From an optimization exercise on the open Yosys and OpenROAD flow, aimed at small area; shortcuts taken in it are not production practice.
In this exercise RTL edits were held to simulation tests only and were not proved equivalent to the original.
Power is estimated from default activity; no workload was simulated. The clock port is modelled as an ideal driver; clocking choices that lean on that would not hold on a real chip.

## busmux
module busmux #(
    parameter DATAW = 32
) (
    input  wire               i_clk,
    input  wire               i_rst,
    input  wire               i_stb,
    input  wire               i_we,
    input  wire [7:0]         i_addr,
    input  wire [(DATAW-1):0] i_data,
    output wire               o_ack,
    output wire [(DATAW-1):0] o_data,
    output wire               o_xor
);
export LEC_CHECK = 0
export CAP_MARGIN = 20
export CORE_MARGIN = 2
export CORE_UTILIZATION = 65
export CTS_CLUSTER_DIAMETER = 150
export CTS_CLUSTER_SIZE = 30
export SLEW_MARGIN = 20
export SYNTH_HIERARCHICAL = 1
create_clock -name core_clock -period 6.0 [get_ports {i_clk}]
run.sh (not shown) runs the stock make flow with config.mk's settings and CLKGATE_MAP_FILE= SYNTH_SCRIPT=/design/flow/synth_recipe.tcl, a recipe that flattens the netlist after the stock synthesis.
The baseline completed without violations.
Next try:
==> flow/flow/run.sh (new file) <==
#!/bin/bash
set -euo pipefail
export BUFFER_PORTS_ARGS="-buffer_cell sky130_fd_sc_hd__buf_1"
bash standard.sh finish > orfs_make.log 2>&1
==> flow/standard.sh (new file) <==
#!/bin/bash
# synth_recipe.tcl (not shown) runs the flow's synth.tcl, then flattens the netlist and writes it again
# the make line also repeats each setting of config.mk as NAME=value (left out here)
make -C /OpenROAD-flow-scripts/flow DESIGN_CONFIG=/design/flow/config.mk WORK_HOME=/design/flow/orfs CLKGATE_MAP_FILE= SYNTH_SCRIPT=/design/flow/synth_recipe.tcl "${@:-finish}"
CORE_UTILIZATION = 40   (was 65)
CTS_CLUSTER_DIAMETER = 120   (was 150)
CTS_CLUSTER_SIZE = 34   (was 30)
removed: flow/run.sh
Outcome: The new run ran to the end with no violations. Hold slack improved by 0.0039 ns. Cell area falls by 1.0%. Clock skew hardly moves. Count of clock-buffer cells in the layout falls by 3. Total power falls by 2.2%. Die area rises by 61%.
Next try:
CTS_CLUSTER_DIAMETER = 150   (was 120)
CTS_CLUSTER_SIZE = 30   (was 34)
Effect: Worst hold slack is about the same. Die area stays the same. Sequential share of layout area falls by 0.13 points. Fmax climbs slightly. Via count barely changes. Sequential power hardly moves.

busmux, a different RTL version from the one above (not shown whole).
For scale: roughly 540 flip-flops.
==> flow/config.mk <==
export PLATFORM = sky130hd
export DESIGN_NAME = busmux
export DESIGN_NICKNAME = busmux
export VERILOG_FILES = /design/flow/design.v
export SDC_FILE = /design/flow/constraint.sdc
export NUM_CORES = 4
export LEC_CHECK = 0
export CAP_MARGIN = 20
export CORE_MARGIN = 2
export CORE_UTILIZATION = 40
export CTS_CLUSTER_DIAMETER = 150
export CTS_CLUSTER_SIZE = 30
export PLACE_DENSITY = 0.6
export SLEW_MARGIN = 20
export SYNTH_HIERARCHICAL = 1
==> flow/constraint.sdc <==
create_clock -name core_clock -period 6.0 [get_ports {i_clk}]
set_input_delay 1.2000 -clock core_clock [delete_from_list [all_inputs] [get_ports {i_clk}]]
set_output_delay 1.2000 -clock core_clock [all_outputs]
set_load 0.01 [all_outputs]
standard.sh (not shown) runs the stock make flow with config.mk's settings and CLKGATE_MAP_FILE= SYNTH_SCRIPT=/design/flow/synth_recipe.tcl, a recipe that flattens the netlist after the stock synthesis.
==> flow/flow/run.sh <==
#!/bin/bash
set -euo pipefail
export BUFFER_PORTS_ARGS="-buffer_cell sky130_fd_sc_hd__buf_1"
bash standard.sh finish > orfs_make.log 2>&1
==> next run, changes <==
--- a/flow/config.mk
+++ b/flow/config.mk
@@ -7,3 +7,3 @@
 export LEC_CHECK = 0
-export CAP_MARGIN = 20
+export CAP_MARGIN = 0
 export CORE_MARGIN = 2
@@ -12,4 +12,3 @@
 export CTS_CLUSTER_SIZE = 30
-export PLACE_DENSITY = 0.6
-export SLEW_MARGIN = 20
+export SLEW_MARGIN = 0
 export SYNTH_HIERARCHICAL = 1
The new run completed without violations.
Worst hold slack is about the same.
Cell area is about the same.
Wire length hardly moves.
Cell count is about the same.
Global-route usage stays the same.
Sequential power stays flat.
Combinational power is about the same.
Total power barely changes.
Core utilization stays flat.
==> next run, changes <==
--- a/flow/config.mk
+++ b/flow/config.mk
@@ -7,3 +7,3 @@
 export LEC_CHECK = 0
-export CAP_MARGIN = 0
+export CAP_MARGIN = 20
 export CORE_MARGIN = 2
@@ -12,3 +12,4 @@
 export CTS_CLUSTER_SIZE = 30
-export SLEW_MARGIN = 0
+export PLACE_DENSITY = 0.75
+export SLEW_MARGIN = 20
 export SYNTH_HIERARCHICAL = 1
Sequential share of layout area rose by 0.11 points; cell area is about the same; combinational power stays flat; routed wire length fell by a few percent.

## sierra
busmux again, from the RTL that the note above started with.
clock: 6.0 ns
lec_check: 0
cap_margin: 20
core_margin: 2
core_utilization: 55
cts_cluster_diameter: 150
cts_cluster_size: 30
slew_margin: 20
synth_hierarchical: 1
Scripts as last shown in full above: flow/flow/run.sh
Modified inputs, pepper compared to sierra
- PLACE_DENSITY: unset -> 0.9
- CORE_UTILIZATION: 55 -> 40
### Flow results
- Diff sierra -> pepper: number of tap instances rose by 150, via count of the first global-routing pass up 6.9%, placement-stage cell area went up, power dissipated in combinational cells closely matched the old numbers.
What quartz does differently from pepper at the input level:
- a deleted PLACE_DENSITY that had been 0.9
- a change of CTS_CLUSTER_SIZE from 30 to 32
## What came out
Summary — layout overhead on the synthesized area, quartz relative to pepper: higher, by 0.32 points. Detailed-route wire length per cell: quartz vs pepper up about 6%. Re worst slack on hold paths: quartz and pepper aren't equal, and the lower value belongs to quartz. Hold buffer count at cts came out exactly the same in quartz and pepper. Between quartz and pepper, it is quartz whose routed wire length is higher, by about 6%. | combinational power share | quartz vs pepper | ≈ equal |. In quartz, the met2 layer usage reported by global route came out 3.9 points above the value in pepper. Met1 wire length (pepper / quartz): 0.818. Result: PASS for each of quartz and pepper. quartz and pepper ended up with roughly the same post-CTS clock slew at the launch and capture registers of the worst setup and hold paths. sky130_fd_sc_hd__nor2_2 as the cell at the slowest stage of the critical path was reported by pepper, and sky130_fd_sc_hd__dfxtp_2 by quartz.
The inputs of cedar differ from those of quartz as listed below.
- a change of CTS_CLUSTER_SIZE from 32 to 30
## What came out
Diff quartz..cedar | final area | negligible
Any difference in power after layout between quartz and cedar is small enough to ignore.
The count of clock-buffer cells in the layout reported for cedar is greater than that of quartz by 4.8%.
Side by side, fraction of the cycle the final worst path needs turned out lower in cedar than in quartz.

## rev 12
RTL: one of the versions met above, not the one the previous note started from.
For scale: ~1,700 cells after synthesis, roughly 540 flip-flops, about 78 I/O pins, ~19,000 um2 of cells after synthesis.
Settings: LEC_CHECK=0, CAP_MARGIN=20, CORE_MARGIN=2, CORE_UTILIZATION=40, CTS_CLUSTER_DIAMETER=150, CTS_CLUSTER_SIZE=30, SLEW_MARGIN=20, SYNTH_HIERARCHICAL=1; clock period 6.0 ns.
==> flow/flow/run.sh <==
#!/bin/bash
set -euo pipefail
export BUFFER_PORTS_ARGS="-buffer_cell sky130_fd_sc_hd__buf_1"
export RECOVER_POWER=100
bash standard.sh finish > orfs_make.log 2>&1
Status rev 12: flow complete, layout not clean - max-capacitance violations, max-slew violations
The inputs of rev 13 differ from those of rev 12 as listed below.
==> flow/run.sh (new file) <==
#!/bin/bash
# synth_recipe.tcl (not shown) runs the flow's synth.tcl, then flattens the netlist and writes it again
# the make line also repeats each setting of config.mk as NAME=value (left out here)
make -C /OpenROAD-flow-scripts/flow DESIGN_CONFIG=/design/flow/config.mk WORK_HOME=/design/flow/orfs CLKGATE_MAP_FILE= SYNTH_SCRIPT=/design/flow/synth_recipe.tcl finish
removed: flow/flow/run.sh
removed: flow/standard.sh
Findings:
Summary of rev 13 over rev 12: total count of max-transition violations in the final report -439, amount of wire on met3 after detailed routing saw an increase, routed wire length saw a decrease, buffer count excluding the clock tree in the final layout increased by 1 relative to the old numbers. Rev 13 finished end to end and its layout was clean on timing, DRC and antenna. Comparing rev 13 and rev 12, the higher net switching power was measured on rev 13. Sort rev 13 and rev 12 by clock network fraction of design power, ascending, and rev 13 comes first.

[port drivers added, routing unchanged]
In the flow no input, the clock included, has a driving cell. The finished layouts below were timed again as built, in two steps.
Step 1 assumes that a clkbuf_16 drives the clock port and a buf_2 every other input.
Step 2 also shifts input and output timing later by t, the mid clock arrival at the registers, as if the neighbouring blocks saw the same clock.
a / b / c = ideal / step 1 / step 2; a / b = the first two.
run	t, ns	setup WS [ns]	latest minus earliest clock arrival (ns)
the first run of note 1	0.597	2.390 / 2.419 / 1.822	0.019 / 0.018
the second run of note 1	0.609	2.834 / 2.871 / 2.262	0.024 / 0.023
the third run of note 1	0.602	2.861 / 2.895 / 2.293	0.013 / 0.014
the first run of note 2	0.612	2.485 / 2.485 / 2.215	0.014 / 0.014
the second run of note 2	0.614	2.256 / 2.256 / 2.185	0.015 / 0.014
the third run of note 2	0.612	2.928 / 2.919 / 2.415	0.026 / 0.026
sierra	0.603	2.655 / 2.683 / 2.080	0.015 / 0.015
pepper	0.604	2.849 / 2.868 / 2.264	0.017 / 0.016
quartz	0.608	2.426 / 2.426 / 2.210	0.014 / 0.014
cedar	0.612	2.485 / 2.485 / 2.215	0.014 / 0.014
rev 12	0.603	1.412 / 1.439 / 0.836	0.016 / 0.016
rev 13	0.615	2.400 / 2.426 / 1.810	0.015 / 0.015
The setup slack of rev 13, which loses most, moves by +0.026 ns with the drivers and by -0.590 ns with both steps.
